What follows belongs to an exercise in optimizing a design on an open flow for small area; a production flow would make more cautious choices. Function was checked by simulation only, so behaviour that the tests miss may differ from the original. Power figures rest on the tool's default switching activity, not on a simulated workload.

v6:
// systolic_cube_with_mc
module systolic_cube_with_mc #(
    parameter ARRAY_NUM = 3,
    parameter BLOCK_NUM = 3,
    parameter CUBE_NUM  = 3,  
    parameter RAM_DEPTH = 2048
) (
    input  wire                         iClk,
    input  wire                         iRst,
    input  wire                         iStart,
    output wire                         oReady,
    output wire [$clog2(RAM_DEPTH)-1:0] oAddrForDataWeightRam,
    input  wire [31:0]                  iDataFromDataRam,
    input  wire [31:0]                  iWeightFromWeightRam,
    output wire                         oWrEnForResultRam,
    output wire [$clog2(RAM_DEPTH)-1:0] oAddrForResultRam,
    output wire [31:0]                  oDataToResultRam
);
Size in the first run: roughly 10000 cells after synthesis, roughly 930 flip-flops, roughly 76000 µm² of cells after synthesis.
Settings: LEC_CHECK=0, ABC_AREA=1, CAP_MARGIN=20, CORE_MARGIN=2, CORE_UTILIZATION=45, CTS_CLUSTER_DIAMETER=100, CTS_CLUSTER_SIZE=22, SLEW_MARGIN=20; clock period 10.0 ns.
run.sh (not shown) runs the stock make flow with config.mk's settings and CLKGATE_MAP_FILE= SYNTH_SCRIPT=/design/flow/synth_recipe.tcl, a recipe that flattens the netlist after the stock synthesis.
v6 completed end to end with timing, DRC and antenna clean.
--- input diff v6..v7 ---
-- flow/design.v --
<<< v6, line 28
  input  wire        iClk,
  input  wire        iClear,      
  input  wire        iCapture,    
  input  wire [7:0]  iData,
  input  wire [8:0]  iTimes3,
>>> v7, line 28
  input  wire        iClk,
  input  wire        iClear,      
  input  wire [7:0]  iData,
  input  wire [8:0]  iTimes3,
<<< v6, line 235
wire [19:0] shifted = acc >> iShift;
always @(posedge iClk) begin
  if (iCapture) begin
    oResult <= shifted[7:0];
  end
>>> v7, line 234
wire [19:0] shifted = acc >> iShift;
always @(posedge iClk) begin
  if (iClear) begin
    oResult <= shifted[7:0];
  end
<<< v6, line 348
          .iClk(iClk),
          .iClear(rst_q | cap[a+c]),
          .iCapture(cap[a+c]),
          .iData(cache[3*a+c]),
          .iTimes3(t3[3*a+c]),
>>> v7, line 347
          .iClk(iClk),
          .iClear(rst_q | cap[a+c]),
          .iData(cache[3*a+c]),
          .iTimes3(t3[3*a+c]),
<<< v6, line 430
end
always @(posedge iClk) begin
    begin
        case (counter)
            'd0 : oInputPattern <= {NOT_CARE, NOT_CARE, PATTERN_1};
>>> v7, line 428
end
always @(posedge iClk) begin
    if (iRst) begin
        oInputPattern <= 'd0;
    end else begin
        case (counter)
            'd0 : oInputPattern <= {NOT_CARE, NOT_CARE, PATTERN_1};
<<< v6, line 520
reg [31:0] word;
always @(*) begin
    case (post[2:0])
        3'd2 : word = result[63:32];
        3'd3 : word = result[95:64];
        3'd4 : word = result[127:96];
        3'd5 : word = result[159:128];
        3'd6 : word = result[191:160];
        3'd7 : word = {8'd0, result[215:192]};
        default : word = result[31:0];
    endcase
end
>>> v7, line 520
reg [31:0] word;
always @(*) begin
    case (post)
        4'd9  : word = result[31:0];
        4'd10 : word = result[63:32];
        4'd11 : word = result[95:64];
        4'd12 : word = result[127:96];
        4'd13 : word = result[159:128];
        4'd14 : word = result[191:160];
        4'd15 : word = {8'd0, result[215:192]};
        default : word = 32'd0;
    endcase
end
Notes after the runs:
- Between v6 and v7, the utilization does not differ in any meaningful way.
- Per the comparison of v7 with v6, count of placed standard cells in the final layout, fillers left out went down 2.3%; area used by sequential logic in the layout comparable.
- The estimated power of v7 ends up lower than the estimate for v6.
- Compared v7 vs v6, and power share of the sequential group is up in v7.
- v7 completed; timing, DRC and antenna clean
- In v7 the met3 usage turned out 0.63 points lower than in v6.
- Taking v6 as the reference point, the buffer and inverter count on the worst path of v7 falls by 1.
- v7 against v6; sum of routed wire length over all layers is down slightly.
- The peak ir drop on the vdd network of v7 was superior to that of v6.
- Fill cell total of the finished layout ended up 1.0% lower on v7 than on v6.

* * *

systolic_cube_with_mc, a different RTL version from the one above (not shown whole).
Size in the first run: ~9,200 cells after synthesis, ~950 flip-flops, about 120 I/O pins.
// systolic_cube_with_mc
module systolic_cube_with_mc #(
    parameter ARRAY_NUM = 3,
    parameter BLOCK_NUM = 3,
    parameter CUBE_NUM  = 3,  
    parameter RAM_DEPTH = 2048
) (
    input  wire                         iClk,
    input  wire                         iRst,
    input  wire                         iStart,
    output wire                         oReady,
    output wire [$clog2(RAM_DEPTH)-1:0] oAddrForDataWeightRam,
    input  wire [31:0]                  iDataFromDataRam,
    input  wire [31:0]                  iWeightFromWeightRam,
    output wire                         oWrEnForResultRam,
    output wire [$clog2(RAM_DEPTH)-1:0] oAddrForResultRam,
    output wire [31:0]                  oDataToResultRam
);
==> module appr_mult, before the edit <==
module appr_mult (
  input  wire [7:0] iData,
  output wire [8:0] oTimes3
);
wire [7:0] e;
generate
  genvar i;
  for (i = 0; i < 4; i = i + 1) begin : g
    assign e[2*i]   = iData[2*i] & iData[2*i+1];
    assign e[2*i+1] = 1'b0;
  end
endgenerate
assign oTimes3 = {1'b0, iData} + {iData, 1'b0} - {e, 1'b0};
endmodule
==> module pe_cube, before the edit <==
module pe_cube (
  input  wire         iClk,
  input  wire         iRst,
  input  wire         iValid,
  input  wire [31:0]  iDataRam,
  input  wire [31:0]  iWeightRam,
  input  wire [8:0]   iPattern,
  input  wire [1:0]   iPassLeft,
  input  wire         iHold0,
  input  wire [4:0]   iCap,
  output wire [215:0] oResult
);
localparam PATTERN_1 = 3'd0,
           PATTERN_2 = 3'd1,
           PATTERN_3 = 3'd2,
           PATTERN_4 = 3'd3,
           PATTERN_5 = 3'd4;
wire [7:0] d2 = iValid ? iDataRam[31:24] : 8'd0;
wire [4:0] shift_in = iValid ? iWeightRam[28:24] : 5'd0;
reg  [1:0] pass_dly [0:1];
wire [1:0] pass [0:2];
assign pass[0] = iPassLeft;
assign pass[1] = pass_dly[0];
assign pass[2] = pass_dly[1];
always @(posedge iClk) begin
  if (iRst) begin
    pass_dly[0] <= 2'd0;
    pass_dly[1] <= 2'd0;
  end else begin
    pass_dly[0] <= iPassLeft;
    pass_dly[1] <= pass_dly[0];
  end
end
wire [4:0] cap = iCap;
reg  [4:0] young;
always @(posedge iClk) begin
  if (iRst) begin
    young <= 5'b11111;
  end else begin
    young <= {young[3:0], 1'b0};
  end
end
wire rst_q = young[0];
wire [4:0] hold;
assign hold[0] = iHold0;
assign hold[4:1] = cap[3:0];
reg  [7:0] cache [0:8];
reg  [7:0] dly   [0:8];
wire [7:0] x     [0:8];
wire [8:0] t3    [0:8];
reg  [7:0] w     [0:2][1:5];
generate
  genvar k, a, c;
  for (c = 0; c < 3; c = c + 1) begin : col
    wire [2:0] p  = iPattern[3*c+2:3*c];
    wire [7:0] d1 = iValid ? iDataRam[8*c+7:8*c] : 8'd0;
    assign x[c]   = (p == PATTERN_1 || p == PATTERN_2 || p == PATTERN_3) ? d1 :
                    (p == PATTERN_4 || p == PATTERN_5) ? d2 : 8'd0;
    assign x[3+c] = (p == PATTERN_2 || p == PATTERN_3 || p == PATTERN_4) ? d1 :
                    (p == PATTERN_1 || p == PATTERN_5) ? d2 : 8'd0;
    assign x[6+c] = (p == PATTERN_3 || p == PATTERN_4 || p == PATTERN_5) ? d1 :
                    (p == PATTERN_1 || p == PATTERN_2) ? d2 : 8'd0;
  end
  for (a = 0; a < 3; a = a + 1) begin : arr
    for (c = 0; c < 3; c = c + 1) begin : col
      always @(posedge iClk) begin
        if (c < 2 && pass[a][c % 2]) begin
          cache[3*a+c] <= dly[3*a+(c+1)%3];
        end else begin
          cache[3*a+c] <= x[3*a+c];
        end
        dly[3*a+c] <= cache[3*a+c];
      end
      appr_mult m (.iData(cache[3*a+c]), .oTimes3(t3[3*a+c]));
    end
  end
  for (k = 0; k < 3; k = k + 1) begin : blk
    always @(posedge iClk) begin
      w[k][1] <= iValid ? iWeightRam[8*k+7:8*k] : 8'd0;
      w[k][2] <= w[k][1];
      w[k][3] <= w[k][2];
      w[k][4] <= w[k][3];
      w[k][5] <= w[k][4];
    end
    wire [7:0] wd [0:4];
    for (a = 0; a < 5; a = a + 1) begin : tap
      assign wd[a] = (hold[a] | young[a]) ? 8'd0 : w[k][a+1];
    end
    wire [19:0] acc [0:8];
    for (a = 0; a < 3; a = a + 1) begin : arr
      for (c = 0; c < 3; c = c + 1) begin : col
        pe u (
          .iClk(iClk),
          .iClear(rst_q | cap[a+c]),
          .iData(cache[3*a+c]),
          .iTimes3(t3[3*a+c]),
          .iWeight(wd[a+c]),
          .oAcc(acc[3*a+c])
        );
      end
    end
    wire [19:0] sh0_in = ({20{cap[0]}} & acc[0]) | ({20{cap[1]}} & acc[1]) |
                         ({20{cap[3]}} & acc[5]) | ({20{cap[4]}} & acc[8]);
    wire [19:0] sh1_in = ({20{cap[1]}} & acc[3]) | ({20{cap[3]}} & acc[7]);
    wire [19:0] sh0    = sh0_in >> shift_in;
    wire [19:0] sh1    = sh1_in >> shift_in;
    reg  [7:0] res [0:8];
    always @(posedge iClk) begin
      if (cap[0]) res[0] <= sh0[7:0];
      if (cap[1]) res[1] <= sh0[7:0];
      if (cap[2]) res[2] <= acc[2][7:0];
      if (cap[1]) res[3] <= sh1[7:0];
      if (cap[2]) res[4] <= acc[4][7:0];
      if (cap[3]) res[5] <= sh0[7:0];
      if (cap[2]) res[6] <= acc[6][7:0];
      if (cap[3]) res[7] <= sh1[7:0];
      if (cap[4]) res[8] <= sh0[7:0];
    end
    for (a = 0; a < 9; a = a + 1) begin : out
      assign oResult[8*(9*k+a)+7:8*(9*k+a)] = res[a];
    end
  end
endgenerate
endmodule
Settings: LEC_CHECK=0, ABC_AREA=1, CAP_MARGIN=20, CORE_MARGIN=2, CORE_UTILIZATION=45, CTS_CLUSTER_DIAMETER=100, CTS_CLUSTER_SIZE=22, SLEW_MARGIN=20; clock period 10.0 ns.
Edit:
--- a/flow/design.v
+++ b/flow/design.v
@@ -13,17 +13,33 @@
 module appr_mult (
   input  wire [7:0] iData,
   output wire [8:0] oTimes3
 );
-wire [7:0] e;
+wire [7:0] lo;
+wire [8:2] hi;
 generate
   genvar i;
   for (i = 0; i < 4; i = i + 1) begin : g
-    assign e[2*i]   = iData[2*i] & iData[2*i+1];
-    assign e[2*i+1] = 1'b0;
+    assign lo[2*i]   = iData[2*i];
+    assign lo[2*i+1] = iData[2*i] | iData[2*i+1];
+    assign hi[2*i+2] = iData[2*i+1];
   end
 endgenerate
-assign oTimes3 = {1'b0, iData} + {iData, 1'b0} - {e, 1'b0};
+wire c3 = lo[2] & hi[2];
+wire c4 = lo[3] & c3;
+wire c5 = (lo[4] & hi[4]) | (c4 & (lo[4] ^ hi[4]));
+wire c6 = lo[5] & c5;
+wire c7 = (lo[6] & hi[6]) | (c6 & (lo[6] ^ hi[6]));
+wire c8 = lo[7] & c7;
+assign oTimes3 = {hi[8] ^ c8,
+                  lo[7] ^ c7,
+                  lo[6] ^ hi[6] ^ c6,
+                  lo[5] ^ c5,
+                  lo[4] ^ hi[4] ^ c4,
+                  lo[3] ^ c3,
+                  lo[2] ^ hi[2],
+                  lo[1],
+                  lo[0]};
 endmodule
 module pe (
   input  wire        iClk,
   input  wire        iClear,      
@@ -340,10 +356,11 @@
     end
     wire [19:0] sh0_in = ({20{cap[0]}} & acc[0]) | ({20{cap[1]}} & acc[1]) |
                          ({20{cap[3]}} & acc[5]) | ({20{cap[4]}} & acc[8]);
     wire [19:0] sh1_in = ({20{cap[1]}} & acc[3]) | ({20{cap[3]}} & acc[7]);
-    wire [19:0] sh0    = sh0_in >> shift_in;
-    wire [19:0] sh1    = sh1_in >> shift_in;
+    wire [7:0]  sh0, sh1;
+    result_shift rs0 (.iAcc(sh0_in), .iShift(shift_in), .oResult(sh0));
+    result_shift rs1 (.iAcc(sh1_in), .iShift(shift_in), .oResult(sh1));
     reg  [7:0] res [0:8];
     always @(posedge iClk) begin
       if (cap[0]) res[0] <= sh0[7:0];
       if (cap[1]) res[1] <= sh0[7:0];
@@ -360,8 +377,19 @@
     end
   end
 endgenerate
 endmodule
+module result_shift (
+  input  wire [19:0] iAcc,
+  input  wire [4:0]  iShift,
+  output wire [7:0]  oResult
+);
+wire [19:0] z1 = iShift[4] ? {16'd0, iAcc[19:16]} : iAcc;    
+wire [14:0] z2 = iShift[3] ? {3'd0, z1[19:8]} : z1[14:0];     
+wire [10:0] z3 = iShift[2] ? z2[14:4] : z2[10:0];
+wire [8:0]  z4 = iShift[1] ? z3[10:2] : z3[8:0];
+assign oResult = iShift[0] ? z4[8:1] : z4[7:0];
+endmodule
 module micro_controller (
     input  wire        iClk,
     input  wire        iRst,
     input  wire        iStart,
The changed run completed with no timing, DRC or antenna violations; clock-buffer cell count goes down by 3; synthesized area shrinks by a few percent; non-clock buffer count fell by 36; sequential power barely changes; flip-flop and latch count is unchanged; power came out lower by a few percent; worst hold slack is better by 0.0073 ns; die area is lower by a few percent; cell area went down by a few percent; wire length went down slightly; cell count goes down by roughly a tenth; worst setup slack gains 0.41 ns; clock skew decreases by 0.034 ns.

[static timing again, ports no longer ideal]
Ports are ideal in the flow. The routed layouts listed here were re-timed in OpenROAD. Step 1 (the two cells are an assumption about what drives the block):
set clk [get_ports {iClk}]
set_driving_cell -lib_cell sky130_fd_sc_hd__clkbuf_16 $clk
set_driving_cell -lib_cell sky130_fd_sc_hd__buf_2 [delete_from_list [all_inputs] $clk]
Step 2, shift: input delay + t, output delay - t, t = (earliest + latest rising clock arrival at the registers) / 2. This alone moves slack from input paths to output paths. a / b / c = ideal / step 1 / step 2; a / b = the first two.
| run | t (ns) | setup WS [ns] | slew at the worst register clock pin (ns) | pins driven straight from the clock port |
|---|---|---|---|---|
| v6 | 0.837 | 0.657 / 0.657 / 0.657 | 0.11 / 0.11 | 1 |
| v7 | 0.819 | 0.747 / 0.747 / 0.747 | 0.10 / 0.10 | 1 |
| the first run of note 2 | 0.805 | 1.758 / 1.758 / 1.758 | 0.10 / 0.10 | 1 |
| the second run of note 2 | 0.830 | 2.165 / 2.165 / 2.165 | 0.11 / 0.11 | 1 |
After both steps every run listed still meets setup and hold.
